From an optimization exercise on the open Yosys and OpenROAD flow, aimed at small area and a short achievable clock period; shortcuts taken in it are not production practice.
At most, simulation tests tie the RTL to the original design; equivalence was not proved.
Power figures rest on the tool's default switching activity, not on a simulated workload.

==> build 22 <==
==> flow/design.v (excerpt) <==
module top_2dsys(
  input          clock,
  input          reset,
  input  [127:0] io_in,
  input          io_rw_co,
  input          io_ping_pong_wr,
  input          io_ping_pong_rd,
  input          io_wr_input,
  output         io_wr_ready,
  input          io_start,
  input          io_iormac,
  output         io_sys_busy,
  input          io_rd_output,
  output         io_rd_ready,
  output [127:0] io_out
);
  reg rst_q, rst_nq;
  always @(posedge clock) begin
    rst_q  <= reset;
    rst_nq <= ~reset;
  end
  reg        wr_rdy, wr_idle;
  reg  [3:0] wbuf;
  reg [31:0] wptr;
  wire       wr_fsm = ~wr_idle;
  always @(posedge clock) begin
    wr_rdy  <= ~reset & io_wr_input;
    wr_idle <= reset | ~io_wr_input;
    if (wr_idle & io_wr_input)
      wbuf <= 4'd1 << {~io_rw_co, ~io_ping_pong_wr};
    if (reset | ~io_wr_input) wptr <= 32'd0;
    else if (wr_fsm)          wptr <= {wptr[30:0], wptr[31]};
    else                      wptr <= 32'd1;
  end
  wire [31:0]   din = rst_q ? 32'd0 : io_in[31:0];
  wire [4095:0] mem;
  genvar g;
  generate
    for (g = 0; g < 128; g = g + 1) begin : word
      reg [31:0] d;
      always @(posedge clock)
        if (rst_q | (wbuf[g / 32] & wptr[g % 32])) d <= din;
      assign mem[32*g +: 32] = d;
    end
  endgenerate
  reg  [1:0] fsm;     
  reg        busy;
  ...
Settings: LEC_CHECK=0, CAP_MARGIN=20, CORE_MARGIN=2, CORE_UTILIZATION=45, CTS_CLUSTER_DIAMETER=100, CTS_CLUSTER_SIZE=20, SLEW_MARGIN=30; clock period 12.0 ns.
standard.sh (not shown) runs the stock make flow with config.mk's settings and CLKGATE_MAP_FILE= SYNTH_SCRIPT=/design/flow/synth_recipe.tcl, a recipe that flattens the netlist after the stock synthesis.
==> flow/flow/run.sh <==
#!/bin/bash
# Layout: the standard flow (standard.sh) with three changes to how the
# layout is made: the port buffers are buf_4 cells instead of the flow's
# default choice (a delay buffer); setup repair aims at a larger slack
# margin; and after placement each flip-flop that drives an output buffer is
# moved next to that buffer (flow/outflops.tcl) before CTS.  Synthesis,
# floorplan, power grid, CTS and routing are the standard steps.  Each
# tool's full output goes to a log file here (standard_place.log,
# outflops.log, standard_finish.log); the ORFS step logs stay in orfs/logs/.
set -euo pipefail
VARS=("BUFFER_PORTS_ARGS=-buffer_cell sky130_fd_sc_hd__buf_4" "SETUP_SLACK_MARGIN=8")
bash standard.sh place "${VARS[@]}" > standard_place.log 2>&1
PLACE_ODB="$PWD/orfs/results/$FLOW_PLATFORM/top_2dsys/base/3_place.odb" \
  openroad -no_init -exit flow/outflops.tcl > outflops.log 2>&1
bash standard.sh finish "${VARS[@]}" > standard_finish.log 2>&1
==> flow/flow/outflops.tcl <==
# Place each flip-flop that drives an output port's buffer right beside that
# buffer (the buffer sits at the port), then legalize.  Nothing else changes:
# the output buffers stay where the standard flow put them.
read_db $::env(PLACE_ODB)
set block [ord::get_db_block]
set moved 0
foreach bterm [$block getBTerms] {
  if {[$bterm getIoType] ne "OUTPUT"} { continue }
  set net [$bterm getNet]
  if {$net eq "NULL"} { continue }
  set buf ""
  foreach it [$net getITerms] {
    if {[$it isOutputSignal]} { set buf [$it getInst] }
  }
  if {$buf eq ""} { continue }
  set innet ""
  foreach it [$buf getITerms] {
    if {[$it isInputSignal] && [$it getNet] ne "NULL"} { set innet [$it getNet] }
  }
  if {$innet eq ""} { continue }
  set ff ""
  set loads 0
  foreach it [$innet getITerms] {
    if {[$it isOutputSignal]} { set ff [$it getInst] } else { incr loads }
  }
  if {$ff eq "" || $loads != 1} { continue }
  if {![[$ff getMaster] isSequential]} { continue }
  set loc [$buf getLocation]
  $ff setLocation [lindex $loc 0] [lindex $loc 1]
  incr moved
}
puts "outflops: moved $moved flip-flops next to their output buffers"
detailed_placement
check_placement
write_db $::env(PLACE_ODB)
==> trial 38 (differences from build 22) <==
--- a/flow/design.v
+++ b/flow/design.v
@@ -129,20 +129,29 @@
     for (gr = 0; gr < 4; gr = gr + 1) begin : row
       for (gc = 0; gc < 4; gc = gc + 1) begin : col
         wire [7:0] xo = (gc == 0) ? xr[8*gr +: 8] : xd[gr][gc];
         wire [11:0] wo = (gr == 0) ? wr[12*gc +: 12] : wdl[gc][gr];
         reg  [15:0] lo, hi;
-        reg   [3:0] pc;    
+        reg   [2:0] pc;    
         reg   [1:0] cq;    
-        wire  [3:0] pco;
+        wire  [2:0] pco;
         wire [17:0] t;     
         pe_mac mac (.x(xo), .dg(wo), .lo(lo), .pc(pc), .pco(pco), .t(t));
+        wire [15:0] ht;
+        genvar gi;
+        for (gi = 0; gi < 16; gi = gi + 1) begin : tg
+          if (gi == 0) begin : b0
+            assign ht[gi] = cq[0];
+          end else begin : bn
+            assign ht[gi] = cq[0] & (cq[1] ? ~|hi[gi-1:0] : &hi[gi-1:0]);
+          end
+        end
         always @(posedge clock) begin
           lo <= rst_nq ? t[15:0] : 16'd0;
-          pc <= rst_nq ? pco : 4'd0;
+          pc <= rst_nq ? pco : 3'd0;
           cq <= rst_nq ? t[17:16] : 2'd0;
-          hi <= rst_nq ? hi + {{14{cq[1]}}, cq} : 16'd0;
+          hi <= rst_nq ? hi ^ ht : 16'd0;
         end
         assign accs[128*gr + 32*gc +: 32] = {hi, lo};
       end
     end
   endgenerate
@@ -175,12 +184,12 @@
 endmodule
 module pe_mac(
   input  [7:0]  x,
   input  [11:0] dg,
   input  [15:0] lo,
-  input  [3:0]  pc,
-  output [3:0]  pco,
+  input  [2:0]  pc,
+  output [2:0]  pco,
   output [17:0] t
 );
   wire [8:0] xe = {x[7], x};
   wire one0 = dg[0], two0 = dg[1], neg0 = dg[2];
   wire b_0_0 = (one0 & xe[0]) ^ neg0;
@@ -230,32 +239,32 @@
   wire c4 = lo[5] & b_0_5;
   wire s5 = lo[6] ^ neg3 ^ b_0_6;
   wire c6 = (lo[6] & neg3) | (lo[6] & b_0_6) | (neg3 & b_0_6);
   wire s7 = b_1_4 ^ b_2_2;
   wire c8 = b_1_4 & b_2_2;
-  wire s9 = lo[7] ^ pc[1] ^ b_0_7;
-  wire c10 = (lo[7] & pc[1]) | (lo[7] & b_0_7) | (pc[1] & b_0_7);
-  wire s11 = b_1_5 ^ b_2_3 ^ b_3_1;
-  wire c12 = (b_1_5 & b_2_3) | (b_1_5 & b_3_1) | (b_2_3 & b_3_1);
-  wire s13 = lo[8] ^ b_0_8 ^ b_1_6;
-  wire c14 = (lo[8] & b_0_8) | (lo[8] & b_1_6) | (b_0_8 & b_1_6);
-  wire s15 = b_2_4 ^ b_3_2;
-  wire c16 = b_2_4 & b_3_2;
+  wire s9 = lo[7] ^ b_0_7 ^ b_1_5;
+  wire c10 = (lo[7] & b_0_7) | (lo[7] & b_1_5) | (b_0_7 & b_1_5);
+  wire s11 = b_2_3 ^ b_3_1;
+  wire c12 = b_2_3 & b_3_1;
+  wire s13 = lo[8] ^ pc[1] ^ b_0_8;
+  wire c14 = (lo[8] & pc[1]) | (lo[8] & b_0_8) | (pc[1] & b_0_8);
+  wire s15 = b_1_6 ^ b_2_4 ^ b_3_2;
+  wire c16 = (b_1_6 & b_2_4) | (b_1_6 & b_3_2) | (b_2_4 & b_3_2);
   wire s17 = lo[9] ^ b_0_8 ^ b_1_7;
   wire c18 = (lo[9] & b_0_8) | (lo[9] & b_1_7) | (b_0_8 & b_1_7);
   wire s19 = b_2_5 ^ b_3_3;
   wire c20 = b_2_5 & b_3_3;
-  wire s21 = lo[10] ^ pc[2] ^ b_0_8;
-  wire c22 = (lo[10] & pc[2]) | (lo[10] & b_0_8) | (pc[2] & b_0_8);
-  wire s23 = b_1_8 ^ b_2_6 ^ b_3_4;
-  wire c24 = (b_1_8 & b_2_6) | (b_1_8 & b_3_4) | (b_2_6 & b_3_4);
+  wire s21 = lo[10] ^ b_0_8 ^ b_1_8;
+  wire c22 = (lo[10] & b_0_8) | (lo[10] & b_1_8) | (b_0_8 & b_1_8);
+  wire s23 = b_2_6 ^ b_3_4;
+  wire c24 = b_2_6 & b_3_4;
   wire s25 = lo[11] ^ b_0_8 ^ b_1_8;
   wire c26 = (lo[11] & b_0_8) | (lo[11] & b_1_8) | (b_0_8 & b_1_8);
   wire s27 = b_2_7 ^ b_3_5;
   wire c28 = b_2_7 & b_3_5;
-  wire s29 = 1'b1 ^ lo[12] ^ pc[3];
-  wire c30 = (1'b1 & lo[12]) | (1'b1 & pc[3]) | (lo[12] & pc[3]);
+  wire s29 = 1'b1 ^ lo[12] ^ pc[2];
+  wire c30 = (1'b1 & lo[12]) | (1'b1 & pc[2]) | (lo[12] & pc[2]);
   wire s31 = b_3_6 ^ ss12;
   wire c32 = b_3_6 & ss12;
   wire s33 = lo[13] ^ b_3_7;
   wire c34 = lo[13] & b_3_7;
   wire s35 = lo[2] ^ neg1;
@@ -266,20 +275,20 @@
   wire c40 = (b_0_4 & b_1_2) | (b_0_4 & b_2_0) | (b_1_2 & b_2_0);
   wire s41 = b_1_3 ^ b_2_1 ^ c2;
   wire c42 = (b_1_3 & b_2_1) | (b_1_3 & c2) | (b_2_1 & c2);
   wire s43 = b_3_0 ^ c4 ^ s7;
   wire c44 = (b_3_0 & c4) | (b_3_0 & s7) | (c4 & s7);
-  wire s45 = c8 ^ c6 ^ s11;
-  wire c46 = (c8 & c6) | (c8 & s11) | (c6 & s11);
-  wire s47 = s15 ^ c10 ^ c12;
-  wire c48 = (s15 & c10) | (s15 & c12) | (c10 & c12);
-  wire s49 = c16 ^ s19 ^ c14;
-  wire c50 = (c16 & s19) | (c16 & c14) | (s19 & c14);
-  wire s51 = c20 ^ c18 ^ s21;
-  wire c52 = (c20 & c18) | (c20 & s21) | (c18 & s21);
-  wire s53 = s27 ^ c22 ^ c24;
-  wire c54 = (s27 & c22) | (s27 & c24) | (c22 & c24);
+  wire s45 = c8 ^ s11 ^ c6;
+  wire c46 = (c8 & s11) | (c8 & c6) | (s11 & c6);
+  wire s47 = c12 ^ c10 ^ s13;
+  wire c48 = (c12 & c10) | (c12 & s13) | (c10 & s13);
+  wire s49 = s19 ^ c14 ^ c16;
+  wire c50 = (s19 & c14) | (s19 & c16) | (c14 & c16);
+  wire s51 = c20 ^ s23 ^ c18;
+  wire c52 = (c20 & s23) | (c20 & c18) | (s23 & c18);
+  wire s53 = c24 ^ s27 ^ c22;
+  wire c54 = (c24 & s27) | (c24 & c22) | (s27 & c22);
   wire s55 = s29 ^ c28 ^ c26;
   wire c56 = (s29 & c28) | (s29 & c26) | (c28 & c26);
   wire s57 = c30 ^ s33 ^ sc12;
   wire c58 = (c30 & s33) | (c30 & sc12) | (s33 & sc12);
   wire s59 = lo[14] ^ ~b_3_8;
@@ -298,16 +307,16 @@
   wire c72 = (s3 & c40) | (s3 & s41) | (c40 & s41);
   wire s73 = c42 ^ s5 ^ s43;
   wire c74 = (c42 & s5) | (c42 & s43) | (s5 & s43);
   wire s75 = s9 ^ c44 ^ s45;
   wire c76 = (s9 & c44) | (s9 & s45) | (c44 & s45);
-  wire s77 = s13 ^ c46 ^ s47;
-  wire c78 = (s13 & c46) | (s13 & s47) | (c46 & s47);
+  wire s77 = s15 ^ c46 ^ s47;
+  wire c78 = (s15 & c46) | (s15 & s47) | (c46 & s47);
   wire s79 = s17 ^ c48 ^ s49;
   wire c80 = (s17 & c48) | (s17 & s49) | (c48 & s49);
-  wire s81 = s23 ^ c50 ^ s51;
-  wire c82 = (s23 & c50) | (s23 & s51) | (c50 & s51);
+  wire s81 = s21 ^ c50 ^ s51;
+  wire c82 = (s21 & c50) | (s21 & s51) | (c50 & s51);
   wire s83 = s25 ^ c52 ^ s53;
   wire c84 = (s25 & c52) | (s25 & s53) | (c52 & s53);
   wire s85 = c54 ^ s55 ^ s31;
   wire c86 = (c54 & s55) | (c54 & s31) | (s55 & s31);
   wire s87 = c32 ^ c56 ^ s57;
@@ -318,18 +327,16 @@
   wire c92 = (1'b1 & lo[15]) | (1'b1 & c60) | (lo[15] & c60);
   wire [17:0] ra = {1'b1, 1'b1, s91, c88, c86, c84, c82, c80, c78, c76, c74, c72, c70, c68, c66, c64, c62, s61};
   wire [17:0] rb = {1'b0, c92, c90, s89, s87, s85, s83, s81, s79, s77, s75, s73, s71, s69, s67, s65, s63, b_0_0};
   wire [4:0] sg0 = ra[3:0] + rb[3:0];
   assign pco[0] = sg0[4];
-  wire [3:0] sg1 = ra[6:4] + rb[6:4];
-  assign pco[1] = sg1[3];
-  wire [3:0] sg2 = ra[9:7] + rb[9:7];
-  assign pco[2] = sg2[3];
-  wire [2:0] sg3 = ra[11:10] + rb[11:10];
-  assign pco[3] = sg3[2];
-  wire [6:0] sg4 = ra[17:12] + rb[17:12];
-  assign t = {sg4[5:0], sg3[1:0], sg2[2:0], sg1[2:0], sg0[3:0]};
+  wire [4:0] sg1 = ra[7:4] + rb[7:4];
+  assign pco[1] = sg1[4];
+  wire [4:0] sg2 = ra[11:8] + rb[11:8];
+  assign pco[2] = sg2[4];
+  wire [6:0] sg3 = ra[17:12] + rb[17:12];
+  assign t = {sg3[5:0], sg2[3:0], sg1[3:0], sg0[3:0]};
 endmodule
 module booth_enc(
   input  [7:0]  w,
   output [11:0] dg
 );
--- a/flow/flow/run.sh
+++ b/flow/flow/run.sh
@@ -6,10 +6,10 @@
 # moved next to that buffer (flow/outflops.tcl) before CTS.  Synthesis,
 # floorplan, power grid, CTS and routing are the standard steps.  Each
 # tool's full output goes to a log file here (standard_place.log,
 # outflops.log, standard_finish.log); the ORFS step logs stay in orfs/logs/.
 set -euo pipefail
-VARS=("BUFFER_PORTS_ARGS=-buffer_cell sky130_fd_sc_hd__buf_4" "SETUP_SLACK_MARGIN=8")
+VARS=("BUFFER_PORTS_ARGS=-buffer_cell sky130_fd_sc_hd__buf_4" "SETUP_SLACK_MARGIN=8.3")
 bash standard.sh place "${VARS[@]}" > standard_place.log 2>&1
 PLACE_ODB="$PWD/orfs/results/$FLOW_PLATFORM/top_2dsys/base/3_place.odb" \
   openroad -no_init -exit flow/outflops.tcl > outflops.log 2>&1
 bash standard.sh finish "${VARS[@]}" > standard_finish.log 2>&1
--- a/flow/config.mk
+++ b/flow/config.mk
@@ -7,7 +7,7 @@
 export LEC_CHECK = 0
 export CAP_MARGIN = 20
 export CORE_MARGIN = 2
 export CORE_UTILIZATION = 45
 export CTS_CLUSTER_DIAMETER = 100
-export CTS_CLUSTER_SIZE = 20
+export CTS_CLUSTER_SIZE = 25
 export SLEW_MARGIN = 30
==> notes.md <==
item                                                                   trial 38    build 22
Cell type of the slowest stage on the worst timing path                 dfxtp_2     dfxtp_1
Number of placement rows                                                    259         260
Worst Setup Slack post-DPL                                              7510 ps     7413 ps
Power Clock                                                             10.7 mW     11.6 mW
Share of final-layout standard cells stronger than drive strength 1      12.37%      9.449%
FF/Latch Area                                                        149800 µm²  149600 µm²
Slack of the worst reg-to-reg path                                      8290 ps     8150 ps
Routed wl met2                                                        360000 µm   367300 µm
Growth of design area from synthesis to finish                           9.270%      8.956%
Outcome                                                timing/DRC/antenna clean  timing/DRC/antenna clean
Largest net degree at the start of global routing                           131         182
Portion of total power attributed to the clock network                    29.4%       29.6%
Worst Hold Margin                                                      404.6 ps    400.3 ps
For build 22, only the layout was checked, not whether the RTL still works.

[what the ideal ports hide]
The flow's constraints put no driver on any port. The routed layouts listed below were extracted and timed again, unchanged, in two steps. Step 1: set_driving_cell puts a clkbuf_16 on clock and a buf_2 on each other input, an assumption about the parent block. Step 2 times the ports against the registers' clock, not the clock port: input delays grow and output delays shrink by t, the midpoint of the rising clock arrivals with the driver on. Slacks: ideal / step 1 / step 2; pairs: ideal / step 1.
run | shift t [ns] | setup slack, ns | clock arrival spread, ns | cell pins on the clock port's net
build 22 | 1.123 | 8.095 / 7.967 / 7.456 | 0.109 / 0.108 | 1
trial 38 | 1.117 | 8.090 / 7.988 / 7.552 | 0.112 / 0.112 | 1
After both steps every run listed still meets setup and hold. For build 22, which loses most, drivers alone change the setup slack by -0.128 ns; drivers and shift together by -0.639 ns.
